Source: an optimization exercise on an open RTL-to-GDS flow (aim: small area). Production flows keep margins and buffers that such runs may drop. Where RTL was checked, it was by simulation tests only, not by an equivalence proof against the original. The RTL of runs 4 to 6 was laid out without a check of its function. Power is estimated from default activity; no workload was simulated.

`flow/config.mk`:
```
export PLATFORM = sky130hd
export DESIGN_NAME = sync_block
export DESIGN_NICKNAME = sync_block
export VERILOG_FILES = /design/flow/design.v
export SDC_FILE = /design/flow/constraint.sdc
export NUM_CORES = 4
export LEC_CHECK = 0
export CAP_MARGIN = 20
export CORE_MARGIN = 2
export CORE_UTILIZATION = 40
export SLEW_MARGIN = 20
```
`flow/constraint.sdc`:
```
create_clock -name core_clock -period 6.0 [get_ports {clock}]
set_input_delay 1.2000 -clock core_clock [delete_from_list [all_inputs] [get_ports {clock}]]
set_output_delay 1.2000 -clock core_clock [all_outputs]
set_load 0.01 [all_outputs]
```
`flow/run.sh`:
```
#!/bin/bash
# synth_recipe.tcl (not shown) runs the flow's synth.tcl, then flattens the netlist and writes it again
# the make line also repeats each setting of config.mk as NAME=value (left out here)
make -C /OpenROAD-flow-scripts/flow DESIGN_CONFIG=/design/flow/config.mk WORK_HOME=/design/flow/orfs CLKGATE_MAP_FILE= SYNTH_SCRIPT=/design/flow/synth_recipe.tcl finish
```
`flow/design.v`:
```
package types_pkg;
typedef struct packed {logic start, fg_opto, phase, wire_sensor, detector_ready;} input_signals_t;
typedef struct packed {logic detonator_triggered, output_trigger, valid_scenario; logic [7:0] scenario_state;} output_signals_t;
typedef struct packed {integer FG_OPEN_DELAY, DETECTOR_READY_TIMEOUT, PHASE_SHIFT, DETONATE_LEN, TRIGGER_LEN;} parameters_t;
typedef enum byte {SELF_TEST, EXPERIMENT, CALIBRATION, EXPERIMENT_PHASE, CALIBRATION_PHASE} variants_t;
endpackage
module fsm_experiment(
	input  clock, reset,
	input types_pkg::input_signals_t  in,
	input types_pkg::parameters_t     par,
	output types_pkg::output_signals_t out
);
reg[31:0] counter;
reg[1:0] start_history; 
reg[1:0] fg_history; 
reg[1:0] wire_history;
logic detonator_triggered_reg;
logic output_trigger_reg   ;
assign out.output_trigger = output_trigger_reg;
assign out.detonator_triggered = detonator_triggered_reg;
enum logic [7:0] {IDLE, FG_WAIT_OPTO, FG_WAIT_OPEN, DETONATE, WIRE_TRIGGER, TRIGGER_PROLONG, DETECTOR_BUSY, DETECTOR_WAIT, DETECTOR_FINISHED} state;
assign out.scenario_state [7:0] = {4'b0, state [3:0]};
assign out.valid_scenario = 1;
always @(posedge clock) begin
	start_history[1:0] = {start_history[0], in.start}; 
    fg_history[1:0] = {fg_history[0], in.fg_opto};
	wire_history[1:0] = {wire_history[0], in.wire_sensor};
	if (reset) begin
		state <= IDLE;
		{detonator_triggered_reg, output_trigger_reg, counter} <= '0;
	end else
	case (state)
		IDLE: begin
			if (start_history == 2'b01) 
				state <= FG_WAIT_OPTO;
		end
		FG_WAIT_OPTO: begin
			if (fg_history == 2'b01) begin
				state <= FG_WAIT_OPEN;
                counter <= '0;
            end
		end
		FG_WAIT_OPEN: begin
			if (counter < par.FG_OPEN_DELAY)
				counter <= counter + 1;
            else begin
				state <= DETONATE;
				counter <= 0;
			end
		end
		DETONATE: begin
			if (counter < par.DETONATE_LEN) begin
				detonator_triggered_reg <= '1;
				counter <= counter + 1;
			end
			else begin
				detonator_triggered_reg <= '0;
				state <= WIRE_TRIGGER;
                counter <= 0;
			end
	   end
		WIRE_TRIGGER: begin
			if (wire_history == 2'b01) begin
                state <= TRIGGER_PROLONG;
                counter <= 0;
			end
		end
        TRIGGER_PROLONG: begin
			if (counter < par.TRIGGER_LEN) begin
                output_trigger_reg <= '1;
				counter <= counter + 1;
			end 
            else begin
                output_trigger_reg <= 0;
				state <= DETECTOR_BUSY;
			end
		end
        DETECTOR_BUSY: begin
            if (~in.detector_ready) begin
                state <= DETECTOR_WAIT;
			end
        end
		DETECTOR_WAIT: begin
			if ((counter < par.DETECTOR_READY_TIMEOUT) && (~in.detector_ready))
				counter <= counter + 1;
			else begin
				state <= DETECTOR_FINISHED;
				output_trigger_reg <= '0;
				counter <= 0;
			end
		end
		DETECTOR_FINISHED: begin
            if (in.start == '0)
                state <= IDLE;
		end
		default:
			state <= IDLE;
    endcase
end
endmodule
module fsm_experiment_phase(
	input  clock, reset,
	input types_pkg::input_signals_t  in,
	input types_pkg::parameters_t     par,
	output types_pkg::output_signals_t out
);
reg[31:0] counter;
reg[1:0] start_history; 
reg[1:0] phase_history; 
reg[1:0] fg_history; 
reg[1:0] wire_history;
reg detonator_triggered_reg;
reg output_trigger_reg   ;
assign out.output_trigger = output_trigger_reg;
assign out.detonator_triggered = detonator_triggered_reg;
enum logic [7:0] {IDLE, FG_WAIT_OPTO, FG_WAIT_OPEN, DETONATE, WIRE_TRIGGER, WAIT_PHASE_FRONT, WAIT_PHASE_DELAY, TRIGGER_PROLONG, DETECTOR_BUSY, DETECTOR_WAIT, DETECTOR_FINISHED} state;
assign out.scenario_state [7:0] = {4'b0, state [3:0]};
assign out.valid_scenario = 1;
always @(posedge clock) begin
	start_history[1:0] = {start_history[0], in.start}; 
    phase_history[1:0] = {phase_history[0], in.phase};
    fg_history[1:0] = {fg_history[0], in.fg_opto};
	wire_history[1:0] = {wire_history[0], in.wire_sensor};
	if (reset) begin
		state <= IDLE;
		{detonator_triggered_reg, output_trigger_reg, counter} <= '0;
	end else
	case (state)
		IDLE: begin
			if (start_history == 2'b01) 
				state <= FG_WAIT_OPTO;
		end
		FG_WAIT_OPTO: begin
			if (fg_history == 2'b01) begin
				state <= FG_WAIT_OPEN;
                counter <= '0;
            end
		end
		FG_WAIT_OPEN: begin
			if (counter < par.FG_OPEN_DELAY)
				counter <= counter + 1;
            else begin
				state <= DETONATE;
				counter <= 0;
			end
		end
		DETONATE: begin
			if (counter < par.DETONATE_LEN) begin
				detonator_triggered_reg <= '1;
				counter <= counter + 1;
			end
			else begin
				detonator_triggered_reg <= '0;
				state <= WIRE_TRIGGER;
                counter <= 0;
			end
	   end
		WIRE_TRIGGER: begin
			if (wire_history == 2'b01) begin
                state <= WAIT_PHASE_FRONT;
			end
		end
        WAIT_PHASE_FRONT: begin
            if (phase_history == 2'b01) begin
                state <= WAIT_PHASE_DELAY;
				counter <= 0;
			end
        end
        WAIT_PHASE_DELAY: begin
            if (counter < par.PHASE_SHIFT)
				counter <= counter + 1;
			else begin
                output_trigger_reg <= '1;
				state <= TRIGGER_PROLONG;
                counter <= 0;
			end
		end
        TRIGGER_PROLONG: begin
			if (counter < par.TRIGGER_LEN) begin
				counter <= counter + 1;
			end 
            else begin
                output_trigger_reg <= 0;
				state <= DETECTOR_BUSY;
			end
		end
        DETECTOR_BUSY: begin
            if (~in.detector_ready) begin
                state <= DETECTOR_WAIT;
			end
        end
		DETECTOR_WAIT: begin
			if ((counter < par.DETECTOR_READY_TIMEOUT) && (~in.detector_ready))
				counter <= counter + 1;
			else begin
				state <= DETECTOR_FINISHED;
				output_trigger_reg <= '0;
				counter <= 0;
			end
		end
		DETECTOR_FINISHED: begin
            if (in.start == '0)
                state <= IDLE;
		end
		default:
			state <= IDLE;
    endcase
end
endmodule
module fsm_calibration(
    input  clock, reset,
    input types_pkg::input_signals_t  in,
    input types_pkg::parameters_t     par,
    output types_pkg::output_signals_t out
);
reg[31:0] counter;
reg[1:0] start_history; 
reg[1:0] fg_history; 
logic output_trigger;
assign out.output_trigger = output_trigger;
enum logic [7:0] {IDLE, FG_WAIT_OPTO, FG_WAIT_OPEN, TRIGGER_PROLONG} state;
assign out.scenario_state = {6'b0, state [1:0]};
assign out.valid_scenario = 1;
assign out.detonator_triggered = 0;
always @(posedge clock) begin
    start_history[1:0] = {start_history[0], in.start}; 
    fg_history[1:0] = {fg_history[0], in.fg_opto};
	if (reset) begin
		state <= IDLE;
		counter <= 0;
        output_trigger <= 0;
	end else
	case (state)
		IDLE: begin
			if (start_history == 2'b01) 
				state <= FG_WAIT_OPTO;
		end
		FG_WAIT_OPTO: begin
			if (fg_history == 2'b01)
				state <= FG_WAIT_OPEN;
            counter <= 0;
		end
		FG_WAIT_OPEN: begin
			if (counter < par.FG_OPEN_DELAY)
				counter <= counter + 1;
			else begin
				state <= TRIGGER_PROLONG;
                counter <= 0;
			end
		end
		TRIGGER_PROLONG: begin
			if (counter < par.TRIGGER_LEN) begin
				counter <= counter + 1;
                output_trigger <= 1;
			end 
            else begin
                output_trigger <= 0;
				state <= IDLE;
			end
		end
		default:
			state <= IDLE;
    endcase
end
endmodule
module fsm_calibration_phase(
    input  clock, reset,
    input types_pkg::input_signals_t  in,
    input types_pkg::parameters_t     par,
    output types_pkg::output_signals_t out
);
logic output_trigger;
assign out.output_trigger = output_trigger;
reg[31:0] counter;
reg[1:0] start_history; 
reg[1:0] phase_history; 
reg[1:0] fg_history; 
enum logic [7:0] {IDLE, FG_WAIT_OPTO, FG_WAIT_OPEN, WAIT_PHASE_FRONT, WAIT_PHASE_DELAY, TRIGGER_PROLONG} state;
assign out.scenario_state = {5'b0, state [2:0]};
assign out.valid_scenario = 1;
assign out.detonator_triggered = 0;
always @(posedge clock) begin
    start_history[1:0] = {start_history[0], in.start}; 
    phase_history[1:0] = {phase_history[0], in.phase};
    fg_history[1:0] = {fg_history[0], in.fg_opto};
	if (reset) begin
		state <= IDLE;
		counter <= 0;
        output_trigger <= 0;
	end else
	case (state)
		IDLE: begin
			if (start_history == 2'b01) 
				state <= FG_WAIT_OPTO;
		end
		FG_WAIT_OPTO: begin
			if (fg_history == 2'b01)
				state <= FG_WAIT_OPEN;
            counter <= 0;
		end
		FG_WAIT_OPEN: begin
			if (counter < par.FG_OPEN_DELAY)
				counter <= counter + 1;
			else begin
				state <= WAIT_PHASE_FRONT;
                counter <= 0;
			end
		end
        WAIT_PHASE_FRONT: begin
            if (phase_history == 2'b01) 
                state <= WAIT_PHASE_DELAY;
            counter <= 0;
        end
        WAIT_PHASE_DELAY: begin
            if (counter < par.PHASE_SHIFT)
				counter <= counter + 1;
			else begin
				state <= TRIGGER_PROLONG;
                counter <= 0;
			end
		end
		TRIGGER_PROLONG: begin
			if (counter < par.TRIGGER_LEN) begin
				counter <= counter + 1;
                output_trigger <= 1;
			end 
            else begin
                output_trigger <= 0;
				state <= IDLE;
			end
		end
		default:
			state <= IDLE;
    endcase
end
endmodule
module fsm_self_test(
    input  clock, reset,
    input types_pkg::input_signals_t  in,
    output types_pkg::output_signals_t out
);
reg[63:0] counter;
enum logic {IDLE, TEST} state;
assign out.scenario_state = {counter[6:0], state};  
assign out.valid_scenario = 0;
assign out.output_trigger = 0;
assign out.detonator_triggered = 0;
always @(posedge clock) begin
	if (reset) begin
		state   <= IDLE;
		counter <= '0;
	end else
	case (state)
		IDLE: begin
            counter <= '0;
			if (in.start) 
				state <= TEST;
		end
		TEST: begin
            counter <= counter + 64'd1;
		end
    endcase
end
endmodule
module strategy_mux (
    input  clock, reset,
    input types_pkg::variants_t strategy_sel,
    input types_pkg::input_signals_t  in,
    input types_pkg::parameters_t     par,
    output types_pkg::output_signals_t out
);
types_pkg::output_signals_t out_self_test, out_experiment, out_calibration, out_experiment_phase, out_calibration_phase;
fsm_experiment fsm_exp(.clock(clock), .reset(reset), .in(in), .par(par), .out(out_experiment));
fsm_calibration fsm_clbr(.clock(clock), .reset(reset), .in(in), .par(par), .out(out_calibration));
fsm_experiment_phase fsm_exp_phase(.clock(clock), .reset(reset), .in(in), .par(par), .out(out_experiment_phase));
fsm_calibration_phase fsm_clbr_phase(.clock(clock), .reset(reset), .in(in), .par(par), .out(out_calibration_phase));
fsm_self_test fsm_self_tst(.clock(clock), .reset(reset), .in(in), .out(out_self_test));
always_comb begin 
    case (strategy_sel)
        types_pkg::SELF_TEST:          out = out_self_test;
        types_pkg::EXPERIMENT:         out = out_experiment;
        types_pkg::CALIBRATION:        out = out_calibration;
        types_pkg::EXPERIMENT_PHASE:   out = out_experiment_phase;
        types_pkg::CALIBRATION_PHASE:  out = out_calibration_phase;
        default:                       out = '0;
    endcase
end
endmodule
module sync_block (
    input         clock,
    input         reset,
    input  [7:0]  strategy_sel,
    input         start,
    input         fg_opto,
    input         phase,
    input         wire_sensor,
    input         detector_ready,
    input  [31:0] fg_open_delay,
    input  [31:0] detector_ready_timeout,
    input  [31:0] phase_shift,
    input  [31:0] detonate_len,
    input  [31:0] trigger_len,
    output        detonator_triggered,
    output        output_trigger,
    output        valid_scenario,
    output [7:0]  scenario_state
);
types_pkg::input_signals_t  in;
types_pkg::parameters_t     par;
types_pkg::output_signals_t out;
assign in  = {start, fg_opto, phase, wire_sensor, detector_ready};
assign par = {fg_open_delay, detector_ready_timeout, phase_shift, detonate_len, trigger_len};
assign {detonator_triggered, output_trigger, valid_scenario, scenario_state} = out;
strategy_mux mux (
    .clock(clock),
    .reset(reset),
    .strategy_sel(types_pkg::variants_t'(strategy_sel)),
    .in(in),
    .par(par),
    .out(out)
);
endmodule
```
==> results of run 1 <==
==> cells by family after synthesis <==
kind of cell             Yosys count  synth area share
buffers and inverters            263            0.0556
flip-flops                       159             0.175
multiplexers                      20            0.0113
XOR/XNOR                          17           0.00817
AO/OA/AOI/OAI                    655             0.225
AND/OR/NAND/NOR                  785             0.220
adder cells (fa/ha/maj)          444             0.305
==> path summary, 6_finish.rpt <==
check,cells past startpoint,endpoint,startpoint
max,12,mux.fsm_exp_phase.counter[22]$_SDFFE_PP0P_,detector_ready_timeout[2]
min,1,mux.fsm_self_tst.counter[0]$_SDFF_PP0_,mux.fsm_self_tst.counter[0]$_SDFF_PP0_
max reg2reg,10,mux.fsm_exp_phase.counter[22]$_SDFFE_PP0P_,mux.fsm_exp_phase.counter[14]$_SDFFE_PP0P_
min reg2reg,1,mux.fsm_self_tst.counter[0]$_SDFF_PP0_,mux.fsm_self_tst.counter[0]$_SDFF_PP0_
==> Yosys cell counts, types with 7 or more instances <==
| cell type | number |
|---|---|
| and3_1 | 39 |
| clkbuf_1 | 47 |
| dfxtp_1 | 159 |
| a221oi_1 | 9 |
| or3_1 | 26 |
| a21o_1 | 58 |
| nand2b_1 | 19 |
| or4_1 | 21 |
| o31ai_1 | 28 |
| a2111oi_0 | 7 |
| nand3b_1 | 16 |
| xor2_1 | 12 |
| inv_1 | 206 |
| o21a_1 | 19 |
| a22o_1 | 9 |
| nor3_1 | 63 |
| a22oi_1 | 14 |
| nor4_1 | 19 |
| nor2_1 | 153 |
| o31a_1 | 8 |
| a211oi_1 | 38 |
| nor2b_1 | 18 |
| a21oi_1 | 212 |
| o22ai_1 | 10 |
| o21ai_0 | 161 |
| nand3_1 | 95 |
| a31oi_1 | 10 |
| o211ai_1 | 12 |
| ha_1 | 444 |
| and2_1 | 17 |
| nand2_1 | 184 |
| mux2i_1 | 16 |
| nand4_1 | 73 |
| o41ai_1 | 12 |
| and4_1 | 12 |
==> stage by stage <==
step	power, mW	utilization	cells	area (sq um)
2_1_floorplan	1.74	-	2343	18200
3_3_place_gp	2.09	0.460	3097	20800
3_5_place_dp	2.11	0.460	3097	20800
4_1_cts	3.29	0.474	3128	21400
5_1_grt	3.45	0.474	3128	21400
6_report	3.29	0.474	3128	21400
==> area by class of cell <==
type / instances / area, sq um / share of cell area
multi-input combinational: 1921 / 14000 / 0.655
sequential: 159 / 3180 / 0.148
timing repair buffer: 211 / 2060 / 0.0959
inverter: 206 / 773 / 0.0361
tap: 600 / 751 / 0.0350
clock buffer: 17 / 425 / 0.0198
clock inverter: 14 / 200 / 0.00934
==> power by group through the flow <==
| stage | clock network (mW) | logic [mW] | registers (mW) |
|---|---|---|---|
| after floorplan | 0 | 0.614 | 1.12 |
| after global placement | 0 | 0.921 | 1.16 |
| after detailed placement | 0 | 0.946 | 1.16 |
| after CTS | 1.20 | 0.952 | 1.14 |
| after global routing | 1.24 | 1.06 | 1.15 |
| final | 1.18 | 0.963 | 1.14 |
==> worst register-to-register path, cell delays in order, from the launching register on <==
cell      delay (ns)
dfxtp_1         0.75
ha_1            0.39
a21oi_1         0.17
nand2_1         0.07
a22o_1          0.22
or4_1           0.66
a211o_1         0.38
nor4b_4         0.20
a21oi_4         0.61
nand2_2         0.47
o311ai_0        0.52
==> per-layer routing <==
| metal | global-route usage | part of all wire |
|---|---|---|
| met2 | 0.480 | 0.47 |
| met3 | 0.0351 | 0.059 |
| met5 | 0 | 0 |
| met1 | 0.365 | 0.44 |
| met4 | 0.103 | 0.035 |
==> key figures, run 1 <==
Logic synthesis
  • Avg Synthesized Cell Area: a little under 8 sq um
  • #FFs+latches synth: 159
  • Sequential-to-total area share from yosys stat: 0.175
  • Distinct cell type count after synthesis: 75
  • Asr flop ratio synth: 0
  • Mapped Area: 18200 sq um
  • Area leader, netlist: ha_1
  • Area fraction of the dominant cell type after synthesis: 0.305
  • Prevailing post-synth register cell: dfxtp_1
  • Synthesized net count: approximately 3000
  • Syn Inst Count: 2343
  • YS warnings: 6
  • Post-synth EDFFs: 0
  • Top post-synthesis cells by area: ha_1 30%, dfxtp_1 17%, a21oi_1 5.8%, o21ai_0 4.4%, inv_1 4.2%

Setup path
  • Type of origin of the critical path: input port
  • Most frequent CP cell: o21ai_0
  • Critical Path RT: 6.33 ns
  • CP endpoint kind: flop
  • Kind of critical path: input port to flop
  • CP Cell Sequence: clkdlybuf4s50_1 > inv_1 > ha_1 > a211oi_1 > o21ai_0 > a21oi_1 > o21ai_0 > a41oi_1 > nor4b_4 > a21oi_4 > nand2_2 > o311ai_0
  • Bufs and invs on worst path: 2
  • Slowest CP cell: a41oi_1
  • Crit path DAT: 5.49 ns
  • Critical path's top delay family: compound AO/OA/AOI/OAI gates
  • Largest fanout on the critical path: 23
  • Reg-to-reg slack, setup: ~1.4 ns
  • Worst path max stage delay: 0.70 ns

Route
  • WL final: 66900 um
  • Drc violations: 0
  • DR vias: 18700
  • 1st-iter DRT viols: 1371
  • First drt pass iteration count: 5
  • Routed Antenna Nets: 0
  • Post-DR wirelength/cell: 21.4 um
  • Via density: about 6

Hold path
  • Hold WC Path Type: flop to flop

Timing
  • Setup violations, final: 0
  • Final Hold Vio Count: 0
  • Peak Freq: 194 MHz
  • Tmin final: a little over 5 ns
  • Slew HR: 0.349
  • Worst hold slack: 0.470 ns
  • RSZ-0062 raised after global routing: false
  • Setup tns final: 0 ns
  • Count of pins over their slew limit: 0
  • Post-route setup slack: around 0.84 ns
  • Transition time of the tightest slew-check pin: between 0.9 and 1 ns
  • Fin crit share: 0.861
  • Clk_skew: roughly 0.013 ns

Power
  • Sequential fraction of design power: 0.347
  • Maximum vdd drop: 0.145 mV
  • Combinational share of power: 0.293
  • Internal Power: 2.13 mW
  • Clock power share: 0.360
  • P_sw: approximately 1.2 mW
  • Switch share: 0.354
  • Power density cells: 153 nW/um^2
  • Static leakage: 10.1 nW

Die
  • I/O Pins: 186
  • Row cnt: 78
  • Core box area: ~45000 sq um
  • Die area: 47300 sq um
  • DIE HEIGHT: 217 um
  • Initial Util: 0.403
  • Die W: 217 um

Global route
  • Vias in the first global route: ~18000
  • GRT Total Usage: 0.282
  • Global route overflow: 0
  • Largest net degree at the start of global routing: 46
  • First-pass GRT wire length: 104000 um
  • Initial antenna violation count: 0

Clock tree
  • Clock sinks: 159
  • Num CTS Buffers: 17
  • Post-CTS Hold Buffers: 0
  • Clock tree from TritonCTS: built
  • Root Buffer Master: clkbuf_16
  • Buffer count from post-CTS setup fixing: 0
  • CTS clock-pin slew for the worst setup and hold paths: 0.08 ns
  • Post-CTS sizing: 0
  • Clk buf depth: 2
  • Clock latency on the worst-skew pair: 0.46 ns
  • H-tree depth: 4

Final layout
  • Share of cells above drive strength 1: 0.0340
  • Final nets: 3135
  • Fillers: around 4400
  • Most frequent cells in the layout: 444 x ha_1, 212 x a21oi_1, 206 x inv_1, 184 x nand2_1, 184 x clkdlybuf4s50_1
  • Antenna cell count: 0
  • Most common cell after layout, fill and taps aside: ha_1
  • Synth-to-layout area growth: 17.7%

Place
  • Detailed-placement wirelength estimate: between 50000 and 60000 um
  • # port buffers: ~190
  • Post-place setup slack: approximately 0.47 ns
  • Routability congestion estimate: 0.947

Flow run
  • Max Cap Viol: 0

Run status
  • Status: complete, no violations
==> run 2: changes to the inputs <==
==> flow/design.v (replaced) <==
module sync_block (
    input         clock,
    input         reset,
    input  [7:0]  strategy_sel,
    input         start,
    input         fg_opto,
    input         phase,
    input         wire_sensor,
    input         detector_ready,
    input  [31:0] fg_open_delay,
    input  [31:0] detector_ready_timeout,
    input  [31:0] phase_shift,
    input  [31:0] detonate_len,
    input  [31:0] trigger_len,
    output        detonator_triggered,
    output        output_trigger,
    output        valid_scenario,
    output [7:0]  scenario_state
);
wire s0 = (strategy_sel == 8'd0);
wire s1 = (strategy_sel == 8'd1);
wire s2 = (strategy_sel == 8'd2);
wire s3 = (strategy_sel == 8'd3);
wire s4 = (strategy_sel == 8'd4);
wire valid = s1 | s2 | s3 | s4;
reg [3:0]  st;
reg [31:0] cnt;
reg        det, trig;
reg        start_p, fg_p, wire_p, phase_p;
wire start_e = start & ~start_p;
wire fg_e    = fg_opto & ~fg_p;
wire wire_e  = wire_sensor & ~wire_p;
wire phase_e = phase & ~phase_p;
wire is_fgo  = (st == 4'd2);                                    
wire is_det  = (s1 | s3) & (st == 4'd3);
wire is_tp   = (s1 & st == 4'd5) | (s2 & st == 4'd3) | (s3 & st == 4'd7) | (s4 & st == 4'd5);
wire is_wpd  = (s3 & st == 4'd6) | (s4 & st == 4'd4);
wire is_db   = (s1 & st == 4'd6) | (s3 & st == 4'd8);
wire is_dw   = (s1 & st == 4'd7) | (s3 & st == 4'd9);
wire is_test = s0 & st[0];
reg [31:0] lim;
always @(*) begin
    lim = fg_open_delay;
    if (is_det) lim = detonate_len;
    if (is_tp)  lim = trigger_len;
    if (is_wpd) lim = phase_shift;
    if (is_dw)  lim = detector_ready_timeout;
end
wire lt  = cnt < lim;
wire inc = is_test | ((is_fgo | is_det | is_tp | is_wpd) & lt) | (is_dw & lt & ~detector_ready);
wire hold = is_tp | is_db;
reg [3:0] st_n;
always @(*) begin
    st_n = st;
    if (s0) begin
        if (st == 4'd0 && start) st_n = 4'd1;
    end else if (valid) begin
        case (st)
            4'd0: if (start_e) st_n = 4'd1;
            4'd1: if (fg_e) st_n = 4'd2;
            4'd2: if (!lt) st_n = 4'd3;
            default: ;
        endcase
        if (is_det & !lt) st_n = 4'd4;
        if (is_tp & !lt) st_n = (s1 | s3) ? st + 4'd1 : 4'd0;
        if (is_wpd & !lt) st_n = st + 4'd1;
        if (s3 & st == 4'd4 & wire_e) st_n = 4'd5;
        if (s1 & st == 4'd4 & wire_e) st_n = 4'd5;
        if ((s3 & st == 4'd5 | s4 & st == 4'd3) & phase_e) st_n = st + 4'd1;
        if (is_db & ~detector_ready) st_n = st + 4'd1;
        if (is_dw & ~(lt & ~detector_ready)) st_n = st + 4'd1;
        if ((s1 & st == 4'd8 | s3 & st == 4'd10) & ~start) st_n = 4'd0;
    end
end
always @(posedge clock) begin
    start_p <= start;
    fg_p    <= fg_opto;
    wire_p  <= wire_sensor;
    phase_p <= phase;
    if (reset) begin
        st   <= 4'd0;
        cnt  <= 32'd0;
        det  <= 1'b0;
        trig <= 1'b0;
    end else begin
        st   <= st_n;
        cnt  <= inc ? cnt + 32'd1 : (hold ? cnt : 32'd0);
        det  <= is_det & lt;
        trig <= (is_tp & lt) | (s3 & is_wpd & ~lt);
    end
end
assign detonator_triggered = det;
assign output_trigger      = trig;
assign valid_scenario      = valid;
assign scenario_state      = {cnt[6:3] & {4{s0}}, (cnt[2:0] & {3{s0}}) | st[3:1], st[0]};
endmodule
==> flow/flow/run.sh (new file) <==
#!/bin/bash
# Standard layout, with the port buffers made from the smallest buffer cell.
set -euo pipefail
export BUFFER_PORTS_ARGS="-buffer_cell sky130_fd_sc_hd__buf_1"
bash standard.sh > standard_flow.log 2>&1
==> flow/standard.sh (new file) <==
#!/bin/bash
# synth_recipe.tcl (not shown) runs the flow's synth.tcl, then flattens the netlist and writes it again
# the make line also repeats each setting of config.mk as NAME=value (left out here)
make -C /OpenROAD-flow-scripts/flow DESIGN_CONFIG=/design/flow/config.mk WORK_HOME=/design/flow/orfs CLKGATE_MAP_FILE= SYNTH_SCRIPT=/design/flow/synth_recipe.tcl "${@:-finish}"
removed: flow/run.sh
==> key figures, run 2 <==
Route
  • Routed Antenna Nets: 0
  • DR vias: ~5600
  • WL final: 16600 um
  • First drt pass iteration count: 6
  • Via density: 5.86
  • Post-DR wirelength/cell: between 15 and 20 um
  • Drc violations: 0
  • 1st-iter DRT viols: 460

Logic synthesis
  • Post-synth EDFFs: 0
  • Commonest cells in the netlist: 108 x a21oi_1, 75 x nand2_1, 51 x nor2_1
  • Asr flop ratio synth: 0
  • Syn Inst Count: 640
  • Mapped Area: about 4600 sq um
  • Area leader, netlist: dfxtp_1
  • YS warnings: 1
  • #FFs+latches synth: 42
  • Area fraction of the dominant cell type after synthesis: 0.183
  • Distinct cell type count after synthesis: 61
  • Count leader, synth: a21oi_1
  • Prevailing post-synth register cell: dfxtp_1
  • Top post-synthesis cells by area: dfxtp_1 18%, a21oi_1 12%, ha_1 9.8%, mux2i_1 7.0%, nand2_1 6.1%
  • Sequential-to-total area share from yosys stat: 0.183
  • Synthesized net count: 851
  • Avg Synthesized Cell Area: around 7.2 sq um

Global route
  • First-pass GRT wire length: about 26000 um
  • Initial antenna violation count: 0
  • Largest net degree at the start of global routing: 39
  • Global route overflow: 0
  • GRT Total Usage: 0.261
  • Vias in the first global route: 5198

Timing
  • Count of pins over their slew limit: 0
  • Fin crit share: 0.932
  • Peak Freq: ~180 MHz
  • Slew HR: 0.638
  • Final Hold Vio Count: 0
  • Clk_skew: ~0.0061 ns
  • Transition time of the tightest slew-check pin: around 0.54 ns
  • Setup tns final: 0 ns
  • Tmin final: approximately 5.6 ns
  • Setup violations, final: 0
  • RSZ-0062 raised after global routing: false

Final layout
  • Max reg flops: 32
  • Non-Filler Instances: 955
  • Final nets: 1022
  • Top flop regs: cnt: 32 flops, st: 4 flops
  • Most common cell after layout, fill and taps aside: buf_1
  • Most frequent cells in the layout: 185 x buf_1, 108 x a21oi_1, 75 x nand2_1, 51 x nor2_1, 42 x dfxtp_1
  • Share of cells above drive strength 1: 0.0603
  • Biggest register: cnt
  • Synth-to-layout area growth: 22.7%
  • Antenna cell count: 0

Setup path
  • Critical Path RT: 6.24 ns
  • Largest fanout on the critical path: 9
  • Kind of critical path: input port to flop
  • Crit path DAT: 5.83 ns
  • CP endpoint kind: flop
  • Type of origin of the critical path: input port

Die
  • Die W: between 100 and 150 um
  • I/O Pins: 186
  • Core box area: 11300 sq um
  • Initial Util: 0.406
  • Die area: 12400 sq um
  • DIE HEIGHT: 111 um
  • Row cnt: 39

Clock tree
  • Buffer count from post-CTS setup fixing: 0
  • H-tree depth: 2
  • Root Buffer Master: clkbuf_16
  • Clk buf depth: 2
  • CTS clock-pin slew for the worst setup and hold paths: ~0.070 ns
  • Clock tree from TritonCTS: built
  • Post-CTS Hold Buffers: 0
  • Clock latency on the worst-skew pair: 0.29 ns
  • Num CTS Buffers: 5
  • Clock sinks: 42

Place
  • Detailed-placement wirelength estimate: 13300 um
  • Routability congestion estimate: 0.964
  • # port buffers: 185
  • Placed cells: 947

Power
  • Power density cells: 119 nW/um^2
  • Maximum vdd drop: between 0.08 and 0.09 mV
  • Static leakage: 2.28 nW

Run status
  • Status: complete, no violations

Flow run
  • Max Cap Viol: 0

Hold path
  • Hold WC Path Type: flop to flop
-- run 2: cell types whose count changed in the layout (fill, tap and decap cells not counted), moves of 109 or more --
| cell | before | now |
|---|---|---|
| o21ai_0 | 161 | 28 |
| ha_1 | 444 | 36 |
| clkdlybuf4s50_1 | 184 | 0 |
| nand2_1 | 184 | 75 |
| buf_1 | 0 | 185 |
| dfxtp_1 | 159 | 42 |
| inv_1 | 206 | 7 |
-- run 2: final timing paths --
kind	from	endpoint	slack, ns	cells after the start
hold reg to reg	cnt[29]$_SDFFE_PP0P_	cnt[29]$_SDFFE_PP0P_	0.51	1
setup reg to reg	st[2]$_SDFFE_PP0P_	st[2]$_SDFFE_PP0P_	0.84	19
hold / removal	cnt[29]$_SDFFE_PP0P_	cnt[29]$_SDFFE_PP0P_	0.51	1
setup / recovery	strategy_sel[5]	st[2]$_SDFFE_PP0P_	0.41	19
-- run 2: critical path: stages --
cell,delay [ns]
buf_1,0.11
or4_4,0.58
nor4b_4,0.30
a22oi_2,0.19
nand2_1,0.11
o211ai_1,0.09
a21oi_1,0.23
a21oi_1,0.07
ha_1,0.30
a211oi_1,0.24
o21ai_0,0.13
a2111oi_0,0.40
o22ai_1,0.25
a211oi_4,0.42
buf_4,0.22
a21oi_2,0.04
or4_4,0.56
a21oi_1,0.22
a22o_1,0.17
-- run 2: logic make-up (layout without fill, tap and decap cells) --
kind of cell | after synthesis | after routing | share of synthesized area
DFF | 42 | 42 | 0.183
AOI/OAI and AO/OA | 231 | 231 | 0.309
adders and majority gates | 36 | 36 | 0.0980
muxes | 34 | 34 | 0.0754
and+or+nand+nor | 240 | 240 | 0.277
xor gates and xnor gates | 4 | 4 | 0.00762
buffers and inverters | 53 | 225 | 0.0495
-- run 2: timing repair --
action | in CTS | in global routing
gates resized for setup | 0 | 2
setup endpoints to repair | 0 | 2
endpoints found under the hold margin | 0 | 0
-- run 2: metrics by stage --
| stage | worst slack (ns) | area (sq um) | power [mW] | utilization | hold slack (ns) |
|---|---|---|---|---|---|
| after floorplan | 0.523 | 4600 | 0.338 | - | 0.447 |
| after global placement | 0.205 | 5480 | 0.403 | 0.484 | 0.497 |
| after detailed placement | 0.0578 | 5480 | 0.403 | 0.484 | 0.499 |
| after CTS | 0.334 | 5630 | 0.678 | 0.497 | 0.511 |
| after global routing | 0.0872 | 5640 | 0.705 | 0.498 | 0.539 |
| final | 0.407 | 5640 | 0.673 | 0.498 | 0.513 |
-- run 2: final cells by class --
class / instances / area, sq um
Fill cell: 1177 / 5680
Multi-Input combinational cell: 545 / 3540
Timing Repair Buffer: 210 / 907
Sequential cell: 42 / 841
Tap cell: 143 / 179
Clock buffer: 5 / 125
Inverter: 7 / 26.3
Clock inverter: 3 / 21.3
-- run 2: power breakdown --
group          total (mW)  switching, mW  internal (mW)
combinational       0.119         0.0634         0.0553
sequential          0.281       0.000389          0.280
clock               0.274          0.120          0.154
-- run 2: metal layers --
layer / GRT usage / wire (um) / vias to the layer above
li1: - / - / 2760
met1: 0.370 / 7560 / 2589
met2: 0.406 / 7480 / 224
met3: 0.0558 / 1310 / 19
met4: 0.0576 / 234 / 0
met5: 0 / 0 / -
==> run 3: changes to the inputs <==
==> flow/run.sh (new file) <==
#!/bin/bash
# synth_recipe.tcl (not shown) runs the flow's synth.tcl, then flattens the netlist and writes it again
# the make line also repeats each setting of config.mk as NAME=value (left out here)
make -C /OpenROAD-flow-scripts/flow DESIGN_CONFIG=/design/flow/config.mk WORK_HOME=/design/flow/orfs CLKGATE_MAP_FILE= SYNTH_SCRIPT=/design/flow/synth_recipe.tcl finish
removed: flow/flow/run.sh
removed: flow/standard.sh
==> key figures, run 3 <==
Run status
  • Status: complete, no violations

Route
  • Via density: 5.85
  • Drc violations: 0
  • 1st-iter DRT viols: a little over 400
  • DR vias: 5728
  • Routed Antenna Nets: 0
  • WL final: 18500 um
  • First drt pass iteration count: 5
  • Post-DR wirelength/cell: 18.9 um

Place
  • # port buffers: 185
  • Routability congestion estimate: 0.891
  • Post-place setup slack: -0.192 ns
  • Detailed-placement wirelength estimate: roughly 15000 um
  • DP Area: a little under 7000 sq um

Logic synthesis
  • Syn Inst Count: 640
  • Avg Synthesized Cell Area: 7.18 sq um
  • Top post-synthesis cells by area: dfxtp_1 18%, a21oi_1 12%, ha_1 9.8%, mux2i_1 7.0%, nand2_1 6.1%
  • Post-synth EDFFs: 0
  • Mapped Area: 4600 sq um
  • Prevailing post-synth register cell: dfxtp_1
  • Synthesized net count: 851
  • Sequential-to-total area share from yosys stat: 0.183
  • Area fraction of the dominant cell type after synthesis: 0.183
  • Asr flop ratio synth: 0
  • #FFs+latches synth: 42
  • YS warnings: 1
  • Commonest cells in the netlist: 108 x a21oi_1, 75 x nand2_1, 51 x nor2_1
  • Count leader, synth: a21oi_1
  • Distinct cell type count after synthesis: 61
  • Area leader, netlist: dfxtp_1

Setup path
  • Worst reg-to-reg path cell count: 18
  • CP Cell Sequence: clkdlybuf4s50_1 > or4_4 > nor4b_4 > a22oi_2 > buf_6 > buf_4 > nand2_1 > o211ai_1 > a21oi_2 > a21oi_1 > ha_1 > nand4_1 > nor4_2 > buf_4 > nand3b_1 > a311oi_2 > a211oi_4 > a22o_2 > a21oi_4 > buf_12 > a21oi_1 > a211oi_1
  • Kind of critical path: input port to flop
  • Crit path DAT: 6.08 ns
  • Worst path max stage delay: 0.56 ns
  • CP Launch Point: strategy_sel[4]
  • CP endpoint kind: flop
  • Critical Path RT: 6.20 ns
  • Largest fanout on the critical path: 19
  • Type of origin of the critical path: input port
  • R2R Path Start: st[0]$_SDFFE_PP0P_
  • Slowest CP cell: or4_4

Die
  • Row cnt: 39
  • Initial Util: 0.406
  • Die area: 12400 sq um
  • Core box area: 11300 sq um
  • DIE HEIGHT: 111 um
  • Die W: between 100 and 150 um
  • I/O Pins: ~190

Clock tree
  • H-tree depth: 2
  • CTS clock-pin slew for the worst setup and hold paths: approximately 0.060 ns
  • Clock sinks: 42
  • Post-CTS Hold Buffers: 0
  • Clock tree from TritonCTS: built
  • Clk buf depth: 2
  • Clock latency on the worst-skew pair: 0.29 ns
  • Root Buffer Master: clkbuf_16
  • Num CTS Buffers: 5

Timing
  • Slew HR: 0.539
  • Transition time of the tightest slew-check pin: 0.687 ns
  • Tmin final: 5.88 ns
  • Count of pins over their slew limit: 0
  • Peak Freq: 170 MHz
  • Worst hold slack: 0.497 ns
  • Post-route setup slack: between 0.1 and 0.15 ns
  • Final Hold Vio Count: 0
  • Fin crit share: 0.980
  • Clk_skew: between 0.004 and 0.005 ns
  • Setup violations, final: 0

Final layout
  • Biggest register: cnt
  • Most frequent cells in the layout: 185 x clkdlybuf4s50_1, 106 x a21oi_1, 74 x nand2_1, 51 x nor2_1, 42 x dfxtp_1
  • Max reg flops: 32
  • Synth-to-layout area growth: 55.6%
  • Antenna cell count: 0
  • Fillers: 1017
  • Share of cells above drive strength 1: 0.100
  • Most common cell after layout, fill and taps aside: clkdlybuf4s50_1
  • Final core occ: 0.632
  • Design area: ~7200 sq um
  • Final nets: 1047
  • Top flop regs: cnt: 32 flops, st: 4 flops

Hold path
  • Hold WC Path Type: flop to flop
  • WHS Path Cells: 1
  • Hold_sp: cnt[31]$_SDFFE_PP0P_

Global route
  • GRT Total Usage: 0.291
  • Largest net degree at the start of global routing: 39
  • Initial antenna violation count: 0
  • Vias in the first global route: 5430
  • First-pass GRT wire length: slightly below 30000 um
  • Global route overflow: 0

Power
  • Total power draw: between 0.8 and 0.9 mW
  • Maximum vdd drop: 0.131 mV
  • Static leakage: 2.95 nW
  • Power density cells: around 110 nW/um^2

Flow run
  • Max Cap Viol: 0
## run 3: cell counts after synthesis
Identical to the previous run, type by type.
## run 3: kinds of logic (layout without fill, tap and decap cells)
| kind of cell | Yosys count | after routing | share of synthesized area |
|---|---|---|---|
| fa+ha+maj | 36 | 36 | 0.0980 |
| flops | 42 | 42 | 0.183 |
| compound gates | 231 | 231 | 0.309 |
| buf+inv | 53 | 249 | 0.0495 |
| mux | 34 | 34 | 0.0754 |
| xor+xnor | 4 | 4 | 0.00762 |
| simple gates | 240 | 240 | 0.277 |
## run 3: layout make-up
cell class	instances	area, sq um	share of cell area
clock buffer	6	139	0.0194
tap	143	179	0.0250
clock inverter	1	30.0	0.00420
timing repair buffer	235	2340	0.328
inverter	7	26.3	0.00367
sequential	42	841	0.118
multi-input combinational	545	3590	0.502
## run 3: per-layer routing
metal	track usage	share of wire
met1	0.418	0.47
met2	0.448	0.45
met3	0.0552	0.062
met4	0.0716	0.018
met5	0	0
## run 3: through the flow
step | TNS, ns | instances
3_5_place_dp | -1.04 | 970
3_3_place_gp | -0.310 | 970
2_1_floorplan | 0 | 640
4_1_cts | 0 | 977
5_1_grt | -0.209 | 979
6_report | 0 | 979
## run 3: worst paths after layout
path	end	slack, ns
min reg2reg	cnt[31]$_SDFFE_PP0P_	0.50
max	cnt[15]$_SDFFE_PP0P_	0.12
min	cnt[31]$_SDFFE_PP0P_	0.50
max reg2reg	st[2]$_SDFFE_PP0P_	0.91
## run 3: worst max-delay path: cells and delay by family
family          cells  cell delay, ns
buf+inv             5            1.16
simple gates        6            1.58
fa+ha+maj           1            0.28
compound gates     10            1.84
## run 3: where the power goes
group,switching (mW),internal (mW)
Clock,0.119,0.206
Combinational,0.0660,0.131
Sequential,0.000381,0.280
Total,0.185,0.617
## run 3: what timing repair did
item / 4_1_cts / 5_1_grt
setup endpoints to repair: 0 / 36
resized for setup: 0 / 19
setup buffers: 0 / 1
hold endpoints to repair: 0 / 0
==> run 4: changes to the inputs <==
--- a/flow/design.v
+++ b/flow/design.v
@@ -38,17 +38,12 @@
 wire is_db   = (s1 & st == 4'd6) | (s3 & st == 4'd8);
 wire is_dw   = (s1 & st == 4'd7) | (s3 & st == 4'd9);
 wire is_test = s0 & st[0];
-reg [31:0] lim;
-always @(*) begin
-    lim = fg_open_delay;
-    if (is_det) lim = detonate_len;
-    if (is_tp)  lim = trigger_len;
-    if (is_wpd) lim = phase_shift;
-    if (is_dw)  lim = detector_ready_timeout;
-end
+wire [31:0] lim = ({32{is_fgo}} & fg_open_delay) | ({32{is_det}} & detonate_len) |
+                  ({32{is_tp}} & trigger_len) | ({32{is_wpd}} & phase_shift) |
+                  ({32{is_dw}} & detector_ready_timeout);
 wire lt  = cnt < lim;
 wire inc = is_test | ((is_fgo | is_det | is_tp | is_wpd) & lt) | (is_dw & lt & ~detector_ready);
-wire hold = is_tp | is_db;
+wire keep = inc | is_tp | is_db;
 reg [3:0] st_n;
 always @(*) begin
     st_n = st;
@@ -77,14 +72,13 @@
     fg_p    <= fg_opto;
     wire_p  <= wire_sensor;
     phase_p <= phase;
+    cnt <= (cnt + {31'd0, inc}) & {32{keep & ~reset}};
     if (reset) begin
         st   <= 4'd0;
-        cnt  <= 32'd0;
         det  <= 1'b0;
         trig <= 1'b0;
     end else begin
         st   <= st_n;
-        cnt  <= inc ? cnt + 32'd1 : (hold ? cnt : 32'd0);
         det  <= is_det & lt;
         trig <= (is_tp & lt) | (s3 & is_wpd & ~lt);
     end
==> flow/flow/run.sh (new file) <==
#!/bin/bash
# Standard layout, with two changes:
#  - the port buffers use the smallest buffer cell (buf_1);
#  - synthesis maps logic with an area-oriented ABC script (flow/abc_area.script).
# Every tool's output goes to a log file in this folder.
set -euo pipefail
HERE=$(pwd)
mkdir -p "$HERE/scripts"
cp -r "$FLOW_HOME/scripts/." "$HERE/scripts/"
cp "$HERE/flow/abc_area.script" "$HERE/scripts/abc_area.script"
export SCRIPTS_DIR="$HERE/scripts"
export ABC_AREA=1
export BUFFER_PORTS_ARGS="-buffer_cell sky130_fd_sc_hd__buf_1"
bash standard.sh > standard_flow.log 2>&1
==> flow/flow/abc_area.script (new file) <==
strash
&get -n
&st
&dch
&nf -a
&put
topo
==> flow/standard.sh (new file) <==
#!/bin/bash
# synth_recipe.tcl (not shown) runs the flow's synth.tcl, then flattens the netlist and writes it again
# the make line also repeats each setting of config.mk as NAME=value (left out here)
make -C /OpenROAD-flow-scripts/flow DESIGN_CONFIG=/design/flow/config.mk WORK_HOME=/design/flow/orfs CLKGATE_MAP_FILE= SYNTH_SCRIPT=/design/flow/synth_recipe.tcl "${@:-finish}"
removed: flow/run.sh
==> key figures, run 4 <==
Hold path
  • Hold WC Path Type: flop to flop
  • Hold_sp: cnt[24]$_DFF_P_
  • Hold EP: cnt[24]$_DFF_P_
  • WHS Path Cells: 1

Global route
  • Vias in the first global route: 4735
  • Largest net degree at the start of global routing: 18
  • Initial antenna violation count: 0
  • Global route overflow: 0
  • GRT Total Usage: 0.282
  • First-pass GRT wire length: ~22000 um

Logic synthesis
  • Avg Synthesized Cell Area: around 7.7 sq um
  • Synthesized net count: 688
  • #FFs+latches synth: 42
  • Commonest cells in the netlist: 59 x a21oi_1, 57 x nand2_1, 54 x nor2_1
  • Prevailing post-synth register cell: dfxtp_1
  • Count leader, synth: a21oi_1
  • Distinct cell type count after synthesis: 45
  • Area fraction of the dominant cell type after synthesis: 0.229
  • Area leader, netlist: dfxtp_1
  • Syn Inst Count: between 400 and 500
  • Sequential-to-total area share from yosys stat: 0.229
  • Top post-synthesis cells by area: dfxtp_1 23%, ha_1 13%, a21oi_1 8.0%, nand2_1 5.8%, nor2_1 5.5%
  • Mapped Area: 3670 sq um
  • YS warnings: 1
  • Post-synth EDFFs: 0
  • Asr flop ratio synth: 0

Final layout
  • Share of cells above drive strength 1: 0.184
  • Antenna cell count: 0
  • Most common cell after layout, fill and taps aside: buf_1
  • Synth-to-layout area growth: 51.0%
  • Final nets: approximately 950
  • Biggest register: cnt
  • Top flop regs: cnt: 32 flops, st: 4 flops
  • Most frequent cells in the layout: 179 x buf_1, 59 x buf_4, 53 x nand2_1, 53 x nor2_1, 42 x dfxtp_1
  • Max reg flops: 32
  • Final core occ: 0.629

Power
  • Maximum vdd drop: 0.0695 mV
  • Total power draw: approximately 0.55 mW
  • Power density cells: 99.9 nW/um^2
  • Static leakage: 2.11 nW

Route
  • 1st-iter DRT viols: a little under 200
  • WL final: 14900 um
  • Routed Antenna Nets: 0
  • Post-DR wirelength/cell: approximately 18 um
  • Met2 wire len: about 7500 um
  • First drt pass iteration count: 5
  • Uppermost layer routed: met4
  • Drc violations: 0
  • DR vias: between 4000 and 5000
  • Via density: between 5 and 6
  • DRT met1 WL: 6210 um
  • Met3 routed WL: 876 um

Timing
  • RSZ-0062 raised after global routing: true
  • Slew HR: 0.553
  • Setup violations, final: 0
  • Fin crit share: 0.980
  • Final Hold Vio Count: 0
  • Peak Freq: approximately 170 MHz
  • Count of pins over their slew limit: 0
  • Tmin final: a little under 6 ns
  • Transition time of the tightest slew-check pin: 0.663 ns
  • Worst hold slack: 0.563 ns
  • Clk_skew: 0.00959 ns

Setup path
  • Worst path max stage delay: around 0.40 ns
  • Slowest CP cell: nor4b_4
  • FF-to-FF End: cnt[28]$_DFF_P_
  • R2R Path Start: st[0]$_SDFFE_PP0P_
  • CP endpoint kind: flop
  • Critical Path RT: 6.17 ns
  • Type of origin of the critical path: input port
  • Crit path DAT: 6.05 ns
  • Largest fanout on the critical path: 4
  • Kind of critical path: input port to flop
  • Reg-to-reg slack, setup: 0.45 ns
  • Most frequent CP cell: a21oi_2
  • Worst reg-to-reg path cell count: 30

Clock tree
  • H-tree depth: 2
  • Post-CTS Hold Buffers: 0
  • CTS clock-pin slew for the worst setup and hold paths: around 0.090 ns
  • Clock latency on the worst-skew pair: 0.31 ns
  • Clk buf depth: 2
  • Clock sinks: 42
  • Root Buffer Master: clkbuf_8
  • Clock tree from TritonCTS: built
  • Num CTS Buffers: 5

Place
  • Routability congestion estimate: around 0.9
  • # port buffers: 185
  • Detailed-placement wirelength estimate: 11800 um

Die
  • Die area: 9950 sq um
  • DIE HEIGHT: 99.8 um
  • Row cnt: 34
  • Initial Util: 0.417
  • I/O Pins: 186
  • Core box area: 8810 sq um
  • Die W: 99.8 um

Flow run
  • Max Cap Viol: 0

Run status
  • Status: complete, no violations
## run 4: cell count changes after synthesis, moves of 16 or more
cell / change
o21ai_0: -18
o211ai_1: -32
a211oi_1: -22
clkbuf_1: -31
nand2_1: -18
a221o_1: +16
mux2i_1: -32
a21oi_1: -49
## run 4: cells by family after synthesis
| group | share of synthesized area |
|---|---|
| DFF | 0.229 |
| adders and majority gates | 0.126 |
| AOI/OAI and AO/OA | 0.290 |
| buffers and inverters | 0.0123 |
| and+or+nand+nor | 0.276 |
| xor gates and xnor gates | 0.0668 |
## run 4: worst max-delay path, delay by kind of cell
family / cells / cell delay, ns
xor+xnor: 1 / 0.15
buf+inv: 6 / 0.76
simple gates: 13 / 2.19
fa+ha+maj: 3 / 0.60
compound gates: 8 / 1.13
## run 4: report_power, final
| part | switching [mW] | leakage (nW) | internal (mW) |
|---|---|---|---|
| clock | 0.114 | 0.0408 | 0.0834 |
| sequential | 0.000435 | 0.340 | 0.280 |
| combinational | 0.0356 | 1.73 | 0.0394 |
| total | 0.150 | 2.11 | 0.403 |
## run 4: cell type report
class | count | area, sq um
clock buffer | 5 | 68.8
clock inverter | 3 | 23.8
fill | 825 | 3270
inverter | 10 | 37.5
multi-input combinational | 423 | 3080
sequential | 42 | 841
tap | 108 | 135
timing repair buffer | 257 | 1350
## run 4: worst max path at each step
stage	slack, ns	startpoint	endpoint
2_1_floorplan	0.02	strategy_sel[6]	cnt[31]$_DFF_P_
3_3_place_gp	-0.19	strategy_sel[0]	cnt[28]$_DFF_P_
3_5_place_dp	-0.34	strategy_sel[0]	cnt[28]$_DFF_P_
4_1_cts	0.04	strategy_sel[0]	cnt[28]$_DFF_P_
5_1_grt	-0.15	strategy_sel[5]	cnt[28]$_DFF_P_
6_report	0.12	strategy_sel[1]	cnt[28]$_DFF_P_
## run 4: per-stage QoR
step / setup slack, ns / cell area, sq um / cells / TNS [ns]
6_report: 0.121 / 5540 / 848 / 0
5_1_grt: -0.151 / 5540 / 848 / -0.263
4_1_cts: 0.0377 / 5140 / 835 / 0
3_5_place_dp: -0.345 / 5040 / 827 / -1.06
3_3_place_gp: -0.194 / 5040 / 827 / -0.209
2_1_floorplan: 0.0152 / 3720 / 476 / 0
## run 4: what timing repair did
item	4_1_cts	5_1_grt
hold endpoints to repair	0	0
pin swaps	0	31
setup endpoints to repair	1	16
resized for setup	1	73
cloned	0	1
setup buffers	0	14
## run 4: metal layers
layer  vias to the layer above  track usage
li1                       2368            -
met1                      2257        0.353
met2                       201        0.503
met3                        26       0.0323
met4                         0       0.0917
met5                         -            0
==> run 5: changes to the inputs <==
==> flow/flow/abc_area.script (replaced) <==
strash
dch
map -a
topo
dnsize
==> key figures, run 5 <==
Die
  • Row cnt: 35
  • Initial Util: 0.405
  • Die W: roughly 100 um
  • Die area: 10000 sq um
  • I/O Pins: 186
  • DIE HEIGHT: 100 um
  • Core box area: 9110 sq um

Route
  • First drt pass iteration count: 5
  • 1st-iter DRT viols: ~240
  • Post-DR wirelength/cell: 16.7 um
  • Drc violations: 0
  • Routed Antenna Nets: 0
  • WL final: around 16000 um
  • DR vias: 5454
  • Via density: 5.56

Logic synthesis
  • Prevailing post-synth register cell: dfxtp_1
  • Distinct cell type count after synthesis: 34
  • Synthesized net count: 750
  • Post-synth EDFFs: 0
  • Sequential-to-total area share from yosys stat: 0.228
  • Area leader, netlist: dfxtp_1
  • YS warnings: 1
  • Area fraction of the dominant cell type after synthesis: 0.228
  • Mapped Area: 3690 sq um
  • Asr flop ratio synth: 0
  • Commonest cells in the netlist: 89 x nand2_1, 69 x nor2_1, 66 x clkinv_1
  • Top post-synthesis cells by area: dfxtp_1 23%, ha_1 13%, nand2_1 9.0%, a21oi_1 8.0%, nor2_1 7.0%
  • Avg Synthesized Cell Area: 6.86 sq um
  • Syn Inst Count: between 500 and 600
  • #FFs+latches synth: 42
  • Count leader, synth: nand2_1

Setup path
  • CP endpoint kind: flop
  • Critical Path RT: just over 6 ns
  • Bufs and invs on worst path: 9
  • Worst reg-to-reg path cell count: 41
  • Type of origin of the critical path: input port
  • FF-to-FF End: cnt[30]$_DFF_P_
  • Kind of critical path: input port to flop
  • Largest fanout on the critical path: 7
  • R2R Path Start: st[0]$_SDFFE_PP0P_
  • Critical path's top delay family: simple AND/OR/NAND/NOR gates
  • Slowest CP cell: ha_1
  • Worst path max stage delay: 0.31 ns
  • Crit path DAT: 6.93 ns
  • Reg-to-reg slack, setup: -0.11 ns

Final layout
  • Biggest register: cnt
  • Most common cell after layout, fill and taps aside: buf_1
  • Fillers: just under 800
  • Top flop regs: cnt: 32 flops, st: 4 flops
  • Multi-input logic area: 3070 sq um
  • Share of cells above drive strength 1: 0.280
  • Most frequent cells in the layout: 184 x buf_1, 110 x buf_4, 82 x nand2_1, 52 x clkinv_1, 50 x nor2_1
  • Synth-to-layout area growth: 75.2%
  • Final core occ: 0.710
  • Max reg flops: 32
  • Non-Filler Instances: 981
  • Seq. cell area: 841 sq um
  • Final nets: 1081
  • Antenna cell count: 0

Timing
  • Count of pins over their slew limit: 0
  • RSZ-0062 raised after global routing: true
  • Peak Freq: 149 MHz
  • Setup violations, final: 17
  • Clk_skew: 0.0119 ns
  • Slew HR: 0.608
  • Tmin final: 6.72 ns
  • Post-route setup slack: -0.722 ns
  • Fin crit share: 1.12
  • Transition time of the tightest slew-check pin: 0.585 ns
  • Final Hold Vio Count: 0

Hold path
  • WHS Path Cells: 2
  • Hold_sp: cnt[13]$_DFF_P_
  • Hold WC Path Type: flop to flop
  • Hold EP: cnt[13]$_DFF_P_

Clock tree
  • Clock tree from TritonCTS: built
  • Clock sinks: 42
  • Clk buf depth: 2
  • H-tree depth: 2
  • Root Buffer Master: clkbuf_8
  • Post-CTS Hold Buffers: 0
  • Num CTS Buffers: 5
  • CTS clock-pin slew for the worst setup and hold paths: 0.09 ns
  • Clock latency on the worst-skew pair: ~0.3 ns

Power
  • Static leakage: 2.54 nW
  • Maximum vdd drop: 0.102 mV
  • Total power draw: 0.642 mW
  • Power density cells: 99.2 nW/um^2

Place
  • Placed cells: around 900
  • Detailed-placement wirelength estimate: 11900 um
  • Post-place setup slack: -1.05 ns
  • Routability congestion estimate: about 0.90
  • # port buffers: 185

Global route
  • First-pass GRT wire length: roughly 25000 um
  • Vias in the first global route: 5266
  • Global route overflow: 0
  • Initial antenna violation count: 0
  • GRT Total Usage: 0.310
  • Largest net degree at the start of global routing: 14

Run status
  • SO Faults: negative setup slack
  • Status: failed layout checks

Flow run
  • Max Cap Viol: 0
==> run 5: cell types whose count changed in the layout (fill, tap and decap cells not counted), moves of 10 or more <==
cell      change
and2_0       -10
a221o_1      -14
nand2_1      +29
nand4_1      -17
a222oi_1     -15
a22oi_1      +29
buf_4        +51
xnor2_1      -13
clkinv_2     +10
clkinv_1     +43
a21oi_2      -10
a22o_1       -17
nor2_2       +10
==> run 5: how the worst max path moves through the flow <==
stage,end,cells past startpoint,startpoint
floorplan,cnt[28]$_DFF_P_,39,strategy_sel[5]
global placement,cnt[28]$_DFF_P_,41,strategy_sel[5]
detailed placement,cnt[28]$_DFF_P_,42,strategy_sel[5]
CTS,cnt[30]$_DFF_P_,40,strategy_sel[5]
global route,cnt[30]$_DFF_P_,43,strategy_sel[5]
finish,cnt[30]$_DFF_P_,43,strategy_sel[5]
==> run 5: cell type report <==
cell class | instances | share of cell area
well taps | 111 | 0.0215
flip-flops and latches | 42 | 0.130
repair buffers | 325 | 0.311
clock inverters | 2 | 0.00928
inverters | 66 | 0.0410
clock buffers | 6 | 0.0128
multi-input cells | 429 | 0.475
==> run 5: report_power, final <==
part	total [mW]	internal [mW]	leakage, nW	switching (mW)
registers	0.281	0.280	0.340	0.000611
logic	0.0760	0.0380	2.13	0.0380
clock network	0.285	0.178	0.0714	0.108
total	0.642	0.496	2.54	0.146
==> run 5: layer usage <==
layer  routed length (um)  GRT usage
met5                    0          0
met4                  289     0.0822
met3                 1020     0.0425
met2                 8220      0.578
met1                 6820      0.371
==> run 5: cells by family after synthesis <==
kind of cell             Yosys count  synth area share
AO/OA/AOI/OAI                    162             0.296
XOR/XNOR                          10            0.0237
adder cells (fa/ha/maj)           37             0.125
buffers and inverters             67            0.0691
flip-flops                        42             0.228
AND/OR/NAND/NOR                  220             0.258
==> run 5: timing repair <==
action,CTS,global route
setup buffers,55,16
gates cloned,2,1
setup endpoints to repair,14,32
gates resized for setup,52,47
pin swaps,31,36
==> run 5: per-stage QoR <==
stage          instance area [sq um]  hold WS (ns)  TNS [ns]
2_1_floorplan                   3860         0.450     -6.21
3_3_place_gp                    5310         0.488     -8.85
3_5_place_dp                    5310         0.490    -11.15
4_1_cts                         6180         0.501    -15.46
5_1_grt                         6470         0.523    -15.19
6_report                        6470         0.505     -8.13
==> run 5: worst min-delay path, delay by kind of cell, from the launching register on <==
kind	cells	cell delay [ns]
compound gates	1	0.06
simple gates	1	0.07
flops	1	0.34
==> run 6: changes to the inputs <==
==> flow/flow/abc_area.script (replaced) <==
strash
&get -n
&st
&dch
&nf -a
&put
topo
--- a/flow/config.mk
+++ b/flow/config.mk
@@ -8,4 +8,5 @@
 export CAP_MARGIN = 20
 export CORE_MARGIN = 2
 export CORE_UTILIZATION = 40
+export GPL_TIMING_DRIVEN = 0
 export SLEW_MARGIN = 20
==> key figures, run 6 <==
Setup path
  • CP endpoint kind: flop
  • R2R Path Start: st[0]$_SDFFE_PP0P_
  • Critical path's top delay family: simple AND/OR/NAND/NOR gates
  • Kind of critical path: input port to flop
  • CP Launch Point: strategy_sel[7]
  • Worst path max stage delay: 0.38 ns
  • Crit path DAT: 6.08 ns
  • Largest fanout on the critical path: 8
  • Type of origin of the critical path: input port
  • Bufs and invs on worst path: 6
  • Most frequent CP cell: a21oi_2
  • Critical Path RT: between 6 and 7 ns
  • Reg-to-reg slack, setup: around 0.37 ns
  • Slowest CP cell: nor4_4

Logic synthesis
  • Post-synth EDFFs: 0
  • YS warnings: 1
  • Prevailing post-synth register cell: dfxtp_1
  • Syn Inst Count: 476
  • Distinct cell type count after synthesis: 45
  • Area fraction of the dominant cell type after synthesis: 0.229
  • Top post-synthesis cells by area: dfxtp_1 23%, ha_1 13%, a21oi_1 8.0%, nand2_1 5.8%, nor2_1 5.5%
  • Count leader, synth: a21oi_1
  • Mapped Area: 3670 sq um
  • Asr flop ratio synth: 0
  • #FFs+latches synth: 42
  • Avg Synthesized Cell Area: 7.71 sq um
  • Commonest cells in the netlist: 59 x a21oi_1, 57 x nand2_1, 54 x nor2_1
  • Area leader, netlist: dfxtp_1
  • Sequential-to-total area share from yosys stat: 0.229
  • Synthesized net count: 688

Die
  • DIE HEIGHT: 99.8 um
  • Row cnt: 34
  • Initial Util: 0.417
  • Die W: between 90 and 100 um
  • Die area: 9950 sq um
  • Core box area: 8810 sq um
  • I/O Pins: 186

Clock tree
  • Root Buffer Master: clkbuf_8
  • Clock latency on the worst-skew pair: approximately 0.30 ns
  • Clk buf depth: 2
  • CTS clock-pin slew for the worst setup and hold paths: roughly 0.090 ns
  • Clock tree from TritonCTS: built
  • Clock sinks: between 40 and 50
  • H-tree depth: 2
  • Num CTS Buffers: 5
  • Post-CTS Hold Buffers: 0

Power
  • Sequential fraction of design power: 0.475
  • Maximum vdd drop: 0.0810 mV
  • Power density cells: approximately 110 nW/um^2
  • Combinational share of power: 0.128
  • Static leakage: 2.13 nW
  • Clock power share: 0.397
  • P_sw: 0.144 mW
  • Switch share: 0.244
  • Internal Power: 0.447 mW

Final layout
  • Non-Filler Instances: 840
  • Final core occ: 0.622
  • Antenna cell count: 0
  • Final nets: ~940
  • Top flop regs: cnt: 32 flops, st: 4 flops
  • Design area: between 5000 and 6000 sq um
  • Fillers: between 800 and 900
  • Most common cell after layout, fill and taps aside: buf_1
  • Synth-to-layout area growth: 49.4%
  • Share of cells above drive strength 1: 0.171
  • Biggest register: cnt
  • Most frequent cells in the layout: 177 x buf_1, 55 x nand2_1, 55 x buf_4, 52 x nor2_1, 50 x a21oi_1
  • Max reg flops: 32

Timing
  • Count of pins over their slew limit: 0
  • Tmin final: 5.91 ns
  • Post-route setup slack: slightly below 0.09 ns
  • Fin crit share: 0.985
  • Peak Freq: 169 MHz
  • Transition time of the tightest slew-check pin: 0.697 ns
  • Setup violations, final: 0
  • Clk_skew: 0.0118 ns
  • RSZ-0062 raised after global routing: true
  • Slew HR: 0.535
  • Final Hold Vio Count: 0

Flow run
  • Max Cap Viol: 0

Global route
  • Largest net degree at the start of global routing: 34
  • First-pass GRT wire length: 22300 um
  • Global route overflow: 0
  • Vias in the first global route: 4637
  • GRT Total Usage: 0.281
  • Initial antenna violation count: 0

Route
  • Via density: 5.91
  • Routed Antenna Nets: 0
  • WL final: 15200 um
  • DR vias: around 5000
  • Drc violations: 0
  • First drt pass iteration count: 8
  • Post-DR wirelength/cell: approximately 18 um
  • 1st-iter DRT viols: 314

Run status
  • Status: complete, no violations

Place
  • DP Area: around 4600 sq um
  • Placed cells: 770
  • Detailed-placement wirelength estimate: 9740 um
  • Post-place setup slack: -1.25 ns
  • # port buffers: 185
  • Routability congestion estimate: 0.915

Hold path
  • Hold_sp: cnt[31]$_DFF_P_
  • Hold WC Path Type: flop to flop
[run 6: stage by stage]
step	hold slack, ns	power (mW)	setup TNS (ns)
2_1_floorplan	0.482	0.298	0
3_3_place_gp	0.518	0.345	-19.41
3_5_place_dp	0.533	0.347	-18.09
4_1_cts	0.550	0.583	-0.00380
5_1_grt	0.596	0.615	-0.242
6_report	0.545	0.591	0
[run 6: path summary, 6_finish.rpt]
kind,to,depth (start not counted)
worst max-delay path,cnt[28]$_DFF_P_,29
worst min register to register,cnt[31]$_DFF_P_,2
worst max register to register,cnt[28]$_DFF_P_,27
worst min-delay path,cnt[31]$_DFF_P_,2
[run 6: final cells by class]
cell class | count | area, sq um | share of cell area
buffer | 1 | 7.51 | 0.00137
multi-input combinational | 427 | 3130 | 0.572
sequential | 42 | 842 | 0.154
timing repair buffer | 244 | 1210 | 0.221
inverter | 10 | 37.5 | 0.00685
tap | 108 | 135 | 0.0247
clock inverter | 3 | 43.8 | 0.00799
clock buffer | 5 | 68.8 | 0.0126
[run 6: tightest hold or removal path: stages (launching register included)]
cell and delay, ns:
dfxtp_1 0.36, xnor2_1 0.08, nor2_1 0.08
[run 6: timing repair]
| action | CTS | global route |
|---|---|---|
| gates resized for setup | 21 | 59 |
| setup endpoints to repair | 22 | 18 |
| pin swaps | 11 | 31 |
| gates cloned | 3 | 2 |
| buffers inserted | 23 | 34 |
| hold endpoints to repair | 0 | 0 |
[run 6: cell families (layout without fill, tap and decap cells)]
family / Yosys count / in the layout / synth area share
flip-flops: 42 / 42 / 0.229
XOR/XNOR: 28 / 28 / 0.0668
adder cells (fa/ha/maj): 37 / 37 / 0.126
AO/OA/AOI/OAI: 149 / 149 / 0.290
AND/OR/NAND/NOR: 209 / 213 / 0.276
buffers and inverters: 11 / 263 / 0.0123
[run 6: power by group through the flow]
| stage | Sequential [mW] | Combinational [mW] | Clock, mW |
|---|---|---|---|
| finish | 0.281 | 0.0759 | 0.235 |
| global route | 0.281 | 0.0827 | 0.252 |
| CTS | 0.280 | 0.0644 | 0.238 |
| detailed placement | 0.287 | 0.0603 | 0 |
| global placement | 0.287 | 0.0585 | 0 |
| floorplan | 0.287 | 0.0113 | 0 |
[run 6: metal layers]
layer,GRT usage,wire length [um]
met3,0.0436,1150
met5,0,0
met2,0.491,7240
met1,0.352,6330
met4,0.0980,517

-- afterwards: timing with drivers on the ports --
No port has a modelled driver above. Below, the same layouts with a new extraction and two added sets of constraints.
Step 1, drivers: a clkbuf_16 drives clock and a buf_2 each remaining input, both assumed.
Step 2, shift: input delay + t, output delay - t, t = (earliest + latest rising clock arrival at the registers) / 2. This alone moves slack from input paths to output paths.
a / b / c = no drivers / after step 1 / after step 2; a / b = the first two.
| run | shift t [ns] | setup WS [ns] | latest minus earliest clock arrival (ns) | slew at the worst register clock pin (ns) |
|---|---|---|---|---|
| run 1 | 0.502 | 0.835 / 0.854 / 0.352 | 0.018 / 0.018 | 0.08 / 0.08 |
| run 2 | 0.326 | 0.407 / 0.423 / 0.098 | 0.007 / 0.007 | 0.07 / 0.07 |
| run 3 | 0.330 | 0.119 / 0.124 / -0.205 | 0.005 / 0.005 | 0.06 / 0.06 |
| run 4 | 0.334 | 0.121 / 0.132 / -0.202 | 0.010 / 0.010 | 0.10 / 0.10 |
| run 5 | 0.333 | -0.722 / -0.723 / -1.056 | 0.012 / 0.012 | 0.09 / 0.09 |
| run 6 | 0.327 | 0.088 / 0.088 / -0.239 | 0.012 / 0.012 | 0.09 / 0.09 |
Met with ideal ports but missed after step 2: setup timing in run 3, run 4 and run 6. For run 1, which loses most, drivers alone change the setup slack by +0.019 ns; drivers and shift together by -0.483 ns.
